Source: an optimization exercise on an open RTL-to-GDS flow (aim: small area and a short achievable clock period). Production flows keep margins and buffers that such runs may drop.
In this exercise RTL edits were held to simulation tests only and were not proved equivalent to the original.
No activity file was given, so power comes from the tool's default toggle rates.

// cpu
module cpu(PC, INSTRUCTION, CLK, RESET);
    input  [31:0] INSTRUCTION;
    input         CLK, RESET;
    output [31:0] PC;
    wire [3:0] o   = INSTRUCTION[27:24];
    wire       vld = (INSTRUCTION[31:28] == 4'd0);
    wire [7:0] off = INSTRUCTION[23:16];
    wire [2:0] rd  = INSTRUCTION[18:16];
    wire [2:0] rt  = INSTRUCTION[10:8];
    wire [2:0] rs  = INSTRUCTION[2:0];
    wire [7:0] imm = INSTRUCTION[7:0];
    reg  [29:0] pc_q;
    reg  [7:0]  r0, r1, r2, r3, r4, r5, r6, r7;
    assign PC = {pc_q, 2'b00};
    wire [7:0] d1, d2;
    rdmux rm1(.s(rt), .i0(r0), .i1(r1), .i2(r2), .i3(r3), .i4(r4), .i5(r5), .i6(r6), .i7(r7), .o(d1));
    rdmux rm2(.s(rs), .i0(r0), .i1(r1), .i2(r2), .i3(r3), .i4(r4), .i5(r5), .i6(r6), .i7(r7), .o(d2));
    wire nr     = ~RESET;
    wire s_imm  = nr & ~o[2] & ~o[1] & ~o[0];           
    wire s_mov  = nr & ~o[3] & ~o[2] & ~o[1] & o[0];    
    wire s_add  = nr & ~o[3] & o[1];                    
    wire s_and  = nr & ~o[3] & o[2] & ~o[0];            
    wire s_or   = nr & ~o[3] & o[2] & o[0];             
    wire s_mul  = nr & o[3] & ~o[2] & ~o[1];            
    wire s_sh   = nr & o[3] & (o[2] | o[1]);            
    wire we     = vld & ((~o[3] & ~(o[2] & o[1])) | (o[3] & (o[2] ? ~o[1] : (o[1] | o[0]))));
    wire       sub = o[0];
    wire [7:0] sum = d1 + (d2 ^ {8{sub}}) + {7'd0, sub};
    wire [7:0] prod;
    mul8lo mu(.a(d1), .b(d2), .p(prod));
    wire [7:0] shv;
    shifter sh(.d(d1), .imm(imm), .is_sll(o[1] & ~o[0]), .out(shv));
    wire [7:0] res = ({8{s_imm}} & imm) | ({8{s_mov}} & d2) | ({8{s_add}} & sum) |
  ...
Size in the first run: roughly 730 cells after synthesis, ~94 flip-flops, ~0.0073 mm^2 of cells after synthesis.
clock: 11.0 ns
lec_check: 0
cap_margin: 20
core_margin: 2
core_utilization: 40
slew_margin: 20
run.sh (not shown) runs the stock make flow with config.mk's settings and CLKGATE_MAP_FILE= SYNTH_SCRIPT=/design/flow/synth_recipe.tcl, a recipe that flattens the netlist after the stock synthesis.
Edit:
SETUP_SLACK_MARGIN = 4.5   (was not set)
Outcome: The changed run ran to the end with no violations; cell count went up by a few percent; clock-buffer cell count went up by 1; fmax rose by about a fifth; sequential power is about the same.

========
## build 75
Another version of the RTL of cpu (not shown whole).
Size in the first run: about 1200 cells after synthesis, ~140 flip-flops, roughly 0.0088 mm2 of cells after synthesis.
==> flow/config.mk <==
export PLATFORM = sky130hd
export DESIGN_NAME = cpu
export DESIGN_NICKNAME = cpu
export VERILOG_FILES = /design/flow/design.v
export SDC_FILE = /design/flow/constraint.sdc
export NUM_CORES = 4
export LEC_CHECK = 0
export ABC_AREA = 1
export CAP_MARGIN = 20
export CORE_MARGIN = 2
export CORE_UTILIZATION = 40
export SETUP_SLACK_MARGIN = 4.5
export SLEW_MARGIN = 20
==> flow/constraint.sdc <==
create_clock -name core_clock -period 11.0 [get_ports {CLK}]
set_input_delay 2.2000 -clock core_clock [delete_from_list [all_inputs] [get_ports {CLK}]]
set_output_delay 2.2000 -clock core_clock [all_outputs]
set_load 0.01 [all_outputs]
standard.sh (not shown) runs the stock make flow with config.mk's settings and CLKGATE_MAP_FILE= SYNTH_SCRIPT=/design/flow/synth_recipe.tcl, a recipe that flattens the netlist after the stock synthesis.
==> flow/flow/run.sh <==
#!/bin/bash
# Standard ORFS layout (the standard.sh) with: plain buf_1 port buffers,
# a lighter clock tree (clkbuf_8, no dummy loads), and a tighter setup repair target.
export BUFFER_PORTS_ARGS="-buffer_cell sky130_fd_sc_hd__buf_1"
export CTS_ARGS="-sink_clustering_enable -repair_clock_nets -buf_list sky130_fd_sc_hd__clkbuf_8 -root_buf sky130_fd_sc_hd__clkbuf_8 -sink_clustering_size 20 -dont_use_dummy_load"
bash standard.sh SETUP_SLACK_MARGIN=6.5 TNS_END_PERCENT=5 CORE_UTILIZATION=70 PLACE_DENSITY=0.75 finish > standard.log 2>&1
Build 75: no failed stages, no open violations at the end
What build 44 does differently from build 75 at the input level:
==> flow/flow/run.sh <==
#!/bin/bash
# Standard ORFS layout (the standard.sh) with: plain buf_1 port buffers,
# a lighter clock tree (clkbuf_8, no dummy loads), and a tighter setup repair target.
export BUFFER_PORTS_ARGS="-buffer_cell sky130_fd_sc_hd__buf_1"
export CTS_ARGS="-sink_clustering_enable -repair_clock_nets -buf_list sky130_fd_sc_hd__clkbuf_8 -root_buf sky130_fd_sc_hd__clkbuf_8 -sink_clustering_size 20 -dont_use_dummy_load"
bash standard.sh SETUP_SLACK_MARGIN=6.5 TNS_END_PERCENT=5 finish > standard.log 2>&1
Findings:
Routability congestion estimate: build 44 and build 75 compared, higher one is build 75
Against build 75 as the reference, build 44 delivers a higher largest net degree at the start of global routing.
Comparing critical path depth for build 44 and build 75, the bigger number came from build 44.
Part of the power in combinational logic essentially unchanged between build 44 and build 75.
Input-level comparison between build 8 and build 44:
Settings: ABC_AREA removed (was 1).
diff --git a/flow/flow/run.sh b/flow/flow/run.sh
--- a/flow/flow/run.sh
+++ b/flow/flow/run.sh
@@ -4,3 +4,3 @@
 export BUFFER_PORTS_ARGS="-buffer_cell sky130_fd_sc_hd__buf_1"
 export CTS_ARGS="-sink_clustering_enable -repair_clock_nets -buf_list sky130_fd_sc_hd__clkbuf_8 -root_buf sky130_fd_sc_hd__clkbuf_8 -sink_clustering_size 20 -dont_use_dummy_load"
-bash standard.sh SETUP_SLACK_MARGIN=6.5 TNS_END_PERCENT=5 finish > standard.log 2>&1
+bash standard.sh SETUP_SLACK_MARGIN=6.5 TNS_END_PERCENT=5 CORE_UTILIZATION=55 finish > standard.log 2>&1
### Flow results
Summary of build 8 over build 44: cell area went up by about 7%, largest stage delay on the critical path went up by 0.12 ns. [compare] base=build 44 new=build 8: core utilization shows an increase of 18 points; setup slack of the critical path after layout decreased 0.13 ns. Build 44 vs build 8, critical path's slowest cell: sky130_fd_sc_hd__dfxtp_4 vs sky130_fd_sc_hd__or4b_4.
Input-level comparison between build 60 and build 8:
Settings: ABC_AREA: unset -> 1.
==> flow/flow/run.sh <==
#!/bin/bash
# Standard ORFS layout (the standard.sh) with: plain buf_1 port buffers,
# a lighter clock tree (clkbuf_8, no dummy loads), and a tighter setup repair target.
export BUFFER_PORTS_ARGS="-buffer_cell sky130_fd_sc_hd__buf_1"
export CTS_ARGS="-sink_clustering_enable -repair_clock_nets -buf_list sky130_fd_sc_hd__clkbuf_8 -root_buf sky130_fd_sc_hd__clkbuf_8 -sink_clustering_size 20 -dont_use_dummy_load"
bash standard.sh SETUP_SLACK_MARGIN=7 TNS_END_PERCENT=5 finish > standard.log 2>&1
--- outcome ---
Relative to build 8, fraction of power spent switching nets has increased by 0.58 points in build 60. When the final numbers for build 60 and build 8 were put side by side, the portion of the clock cycle consumed by the worst path in the final layout turned out to be smaller in build 60. Sort build 60 and build 8 by non-clock buffer count, ascending, and build 8 comes first. Looking only at worst hold slack, and setting everything else aside, the lower value of build 60 and build 8 goes to build 60. Build 8 has lower number of optimization iterations in the first detailed-route pass than build 60. Going from build 8 to build 60, synthesis-to-finish area growth went up, register share of the cell area has increased, met1 wire length went down about 2%. Re global-route wire length before repair: build 60 is 750 um down on build 8. Of build 60 and build 8, it is build 60 that has the lower synthesized area. Number of nets in the finished design came out higher on build 60 than on build 8.

what the ideal ports hide:
The results above use ideal ports. As a check the final layouts listed here were re-extracted and re-timed, cells and wires unchanged.
Step 1, drivers: a clkbuf_16 drives CLK and a buf_2 each remaining input, both assumed.
Step 2 adds t to the input delays and takes it off the output delays; t is the mean of the earliest and latest rising clock arrival at the registers after step 1. Input paths then give back, and output paths get back, about the clock's delay inside the block.
Slacks: ideal / step 1 / step 2; pairs: ideal / step 1.
| run | t, ns | setup slack, ns | worst hold slack (ns) |
|---|---|---|---|
| the first run of note 1 | 0.385 | 2.996 / 3.010 / 2.625 | 0.525 / 0.525 / 0.525 |
| the second run of note 1 | 0.395 | 4.487 / 4.478 / 4.083 | 0.532 / 0.532 / 0.532 |
| build 75 | 0.479 | 6.563 / 6.524 / 6.324 | 0.496 / 0.496 / 0.496 |
| build 44 | 0.478 | 6.613 / 6.578 / 6.211 | 0.496 / 0.496 / 0.496 |
| build 8 | 0.473 | 6.487 / 6.501 / 6.028 | 0.520 / 0.520 / 0.520 |
| build 60 | 0.473 | 6.650 / 6.620 / 6.588 | 0.496 / 0.496 / 0.496 |
After both steps every run listed still meets setup and hold. For build 8, which loses most, drivers alone change the setup slack by +0.014 ns; drivers and shift together by -0.459 ns.
